What follows belongs to an exercise in optimizing a design on an open flow for small area; a production flow would make more cautious choices. Function was checked by simulation only, so behaviour that the tests miss may differ from the original. The clock input has no modelled driver; a real chip could not lean on it and would need a root buffer or a full tree. Power and IR drop assume default switching activity.

==> module micro, before the edit <==
module micro
(
    input  logic        _iClk,
    input  logic        _iReset,
    input  logic [7:0]  _iInstMemData,
    output logic [7:0]  _oInstMemAddr,
    input  logic [7:0]  _iDataMemRData,
    output logic [7:0]  _oDataMemAddr,
    output logic [7:0]  _oDataMemWData,
    output logic        _oDataMemWrite
);
    logic [3:0] cnt;
    logic [7:1] pc;
    logic [7:0] acc;
    logic       flagC, flagN, flagNZ;    
    logic [1:0] cls;
    logic       x;
    logic [1:0] f;
    wire        exec  = cnt[3];
    wire [2:0]  step  = cnt[2:0];
    wire        step0 = (step == 3'd0);
    wire [7:0]  k     = _iInstMemData;
    wire [7:0] op = _iInstMemData;
    wire       dinv = (op[5:3] != 3'd0) ||
                      (op[2] && (op[7:6] == 2'b00 || op[7:6] == 2'b11));
    wire [1:0] dcls = dinv ? 2'b01 : {op[7] ^ op[6], op[7]};
    wire       dx   = dinv || (op[7:6] == 2'b00 ? op[1] : op[2]);
    always_ff @(posedge _iClk) begin
        if (!exec) begin
            cls <= dcls;
            x   <= dx;
            f   <= op[1:0];
        end
    end
    wire isMem   = (cls == 2'b00);
    wire isArith = (cls == 2'b10);
    wire isLogic = (cls == 2'b11);
    wire isJump  = (cls == 2'b01);
    wire store   = isMem && f[0];
    wire load    = isMem && !f[0];
    assign _oInstMemAddr  = {pc, exec};
    assign _oDataMemAddr  = x ? acc : k;
    assign _oDataMemWData = x ? k : acc;
    assign _oDataMemWrite = exec && step0 && store;
    wire b   = x ? k[step] : _iDataMemRData[step];
    wire a   = acc[0];
    wire cin = flagC && (f[1] || !step0);
    wire sum = a ^ b ^ cin;
    wire cout = ((a ^ f[0]) & b) | ((a ^ f[0]) & cin) | (b & cin);
    logic lres;
    always_comb begin
        case (f)
            2'b00:   lres = !(a | b);
            2'b01:   lres = !(a & b);
            2'b10:   lres = a ^ b;
            default: lres = !(a ^ b);
        endcase
    end
    wire r     = isMem ? b : (isArith ? sum : lres);
    wire alu   = exec && cls[1];
    wire wrAcc = alu || (exec && load);
    logic cond;
    always_comb begin
        case (f)
            2'b00:   cond = 1'b1;
            2'b01:   cond = !flagNZ;
            2'b10:   cond = flagC;
            default: cond = flagN;
        endcase
    end
    wire taken = isJump && !x && cond;
    wire last  = (cnt == 4'hF);
    wire [6:0] pcAdd = (last && taken) ? k[7:1] : 7'd0;
    logic [7:1] pcNext;
    logic [7:1] pcC;
    always_comb begin
        pcC[1] = last;
        for (int i = 1; i < 7; i++) begin
            pcNext[i] = pc[i] ^ pcAdd[i-1] ^ pcC[i];
            pcC[i+1]  = (pc[i] & pcAdd[i-1]) | (pc[i] & pcC[i]) | (pcAdd[i-1] & pcC[i]);
        end
        pcNext[7] = pc[7] ^ pcAdd[6] ^ pcC[7];
    end
    always_ff @(posedge _iClk, posedge _iReset) begin
        if (_iReset) begin
            cnt    <= 4'd0;
            pc     <= 7'd0;
            acc    <= 8'd0;
            flagC  <= 1'b0;
            flagN  <= 1'b0;
            flagNZ <= 1'b0;
        end
        else begin
            cnt <= cnt + 4'd1;
            pc  <= pcNext;
            acc <= {wrAcc ? r : a, acc[7:1]};
            if (alu) begin
                flagN  <= r;
                flagNZ <= r || (flagNZ && !step0);
                flagC  <= isArith && cout;
            end
        end
    end
endmodule
clock: 10.0 ns
lec_check: 0
cap_margin: 20
core_margin: 2
core_utilization: 40
cts_buf_list: sky130_fd_sc_hd__clkbuf_8
slew_margin: 20
standard.sh (not shown) runs the stock make flow with config.mk's settings and CLKGATE_MAP_FILE= SYNTH_SCRIPT=/design/flow/synth_recipe.tcl, a recipe that flattens the netlist after the stock synthesis.
==> flow/flow/run.sh <==
#!/bin/bash
# Layout flow: the standard ORFS flow (standard.sh) with three changes.
#  1. Synthesis maps logic with an area-oriented ABC script (flow/abc_area.script)
#     instead of ORFS's delay-oriented one. Synthesis is otherwise the standard
#     script (synth_recipe.tcl), so the registers are the standard synthesis's.
#  2. The buffers global placement puts on every input and output port use the
#     smallest buffer cell.
#  3. Clock tree synthesis is replaced by one buffer that drives every flip-flop
#     clock pin (flow/cts_single.tcl).
# Each tool's output goes to a log file in this folder.
set -euo pipefail
here=$PWD
rm -rf "$here/scripts_synth"
cp -r "$FLOW_HOME/scripts" "$here/scripts_synth"
cp "$here/flow/abc_area.script" "$here/scripts_synth/abc_speed.script"
SCRIPTS_DIR="$here/scripts_synth" bash standard.sh synth > synth.log 2>&1
export BUFFER_PORTS_ARGS="-buffer_cell sky130_fd_sc_hd__buf_1"
export PRE_CTS_TCL="$here/flow/cts_single.tcl"
export CLOCK_ROOT_BUFFER=sky130_fd_sc_hd__buf_12
bash standard.sh > layout.log 2>&1
==> flow/flow/abc_area.script <==
strash
dch -f
map -a
strash
dch -f
map -a
topo
==> flow/flow/cts_single.tcl <==
# Sourced by ORFS's cts.tcl (PRE_CTS_TCL hook) before it calls clock_tree_synthesis.
# This design has few flip-flops, close together, so instead of a buffer tree one
# strong buffer, placed at the centre of the flip-flops, drives every clock pin.
proc clock_tree_synthesis { args } {
  set block [ord::get_db_block]
  set net [[$block findBTerm _iClk] getNet]
  set sx 0.0
  set sy 0.0
  set n 0
  foreach it [$net getITerms] {
    set bb [[$it getInst] getBBox]
    set sx [expr { $sx + ([$bb xMin] + [$bb xMax]) / 2.0 }]
    set sy [expr { $sy + ([$bb yMin] + [$bb yMax]) / 2.0 }]
    incr n
  }
  set dbu [$block getDbUnitsPerMicron]
  set x [expr { $sx / $n / $dbu }]
  set y [expr { $sy / $n / $dbu }]
  puts "single clock buffer for $n sinks at ($x, $y)"
  insert_buffer -buffer_cell $::env(CLOCK_ROOT_BUFFER) -net [$net getName] \
    -location [list $x $y] -buffer_name clkbuf_root -net_name clknet_root
  foreach n2 [$block getNets] {
    foreach it [$n2 getITerms] {
      if { [[$it getMTerm] getName] == "CLK" } { $n2 setSigType CLOCK; break }
    }
  }
  $net setSigType CLOCK
  set_propagated_clock [all_clocks]
}
Rerun with:
--- a/flow/design.v
+++ b/flow/design.v
@@ -20,30 +20,31 @@
     wire [2:0]  step  = cnt[2:0];
     wire        step0 = (step == 3'd0);
     wire [7:0]  k     = _iInstMemData;
     wire [7:0] op = _iInstMemData;
     wire       dinv = (op[5:3] != 3'd0) ||
                       (op[2] && (op[7:6] == 2'b00 || op[7:6] == 2'b11));
-    wire [1:0] dcls = dinv ? 2'b01 : {op[7] ^ op[6], op[7]};
+    wire [1:0] dcls = dinv ? 2'b11 : op[7:6];
     wire       dx   = dinv || (op[7:6] == 2'b00 ? op[1] : op[2]);
     always_ff @(posedge _iClk) begin
         if (!exec) begin
             cls <= dcls;
             x   <= dx;
             f   <= op[1:0];
         end
     end
     wire isMem   = (cls == 2'b00);
-    wire isArith = (cls == 2'b10);
-    wire isLogic = (cls == 2'b11);
-    wire isJump  = (cls == 2'b01);
+    wire isArith = (cls == 2'b01);
+    wire isLogic = (cls == 2'b10);
+    wire isJump  = (cls == 2'b11);
     wire store   = isMem && f[0];
+    wire storei  = store && x;
     wire load    = isMem && !f[0];
     assign _oInstMemAddr  = {pc, exec};
-    assign _oDataMemAddr  = x ? acc : k;
-    assign _oDataMemWData = x ? k : acc;
+    assign _oDataMemAddr  = storei ? acc : k;
+    assign _oDataMemWData = storei ? k : acc;
     assign _oDataMemWrite = exec && step0 && store;
     wire b   = x ? k[step] : _iDataMemRData[step];
     wire a   = acc[0];
     wire cin = flagC && (f[1] || !step0);
     wire sum = a ^ b ^ cin;
     wire cout = ((a ^ f[0]) & b) | ((a ^ f[0]) & cin) | (b & cin);
@@ -54,13 +55,13 @@
             2'b01:   lres = !(a & b);
             2'b10:   lres = a ^ b;
             default: lres = !(a ^ b);
         endcase
     end
     wire r     = isMem ? b : (isArith ? sum : lres);
-    wire alu   = exec && cls[1];
+    wire alu   = exec && (isArith || isLogic);
     wire wrAcc = alu || (exec && load);
     logic cond;
     always_comb begin
         case (f)
             2'b00:   cond = 1'b1;
             2'b01:   cond = !flagNZ;
=> Fmax hardly moves; area after synthesis climbs by about 2.2%; clock power hardly moves; clock skew is about the same; combinational power drops by about 15%; cell area climbs by 1.9%; register-to-register slack gets better by 30 ps; worst setup slack gets better by 8.1 ps; routed wire length drops by about 0.7%; critical path depth drops by 7; utilization climbs by 0.17 points; power drops by about 2.5%; synthesized cell count drops by 1.2%; via count drops by about 3%.
In every run of this note, the design's own scripts or RTL, not TritonCTS, make the clock network.

[separate check: timing with driven ports]
No port has a modelled driver above. Below, the same layouts with a new extraction and two added sets of constraints.
Step 1, drivers: a clkbuf_16 drives _iClk and a buf_2 each remaining input, both assumed.
Step 2 times the ports against the registers' clock, not the clock port: input delays grow and output delays shrink by t, the midpoint of the rising clock arrivals with the driver on.
Slacks: ideal ports / drivers / drivers and shift; pairs: ideal ports / drivers.
| run | t, ns | setup WS [ns] | clock arrival spread, ns | cell pins on the clock port's net |
|---|---|---|---|---|
| the first run | 0.170 | 5.309 / 5.287 / 5.147 | 0.003 / 0.003 | 1 |
| the second run | 0.170 | 5.317 / 5.285 / 5.157 | 0.003 / 0.003 | 1 |
After both steps every run listed still meets setup and hold. For the first run, which loses most, drivers alone change the setup slack by -0.022 ns; drivers and shift together by -0.162 ns.
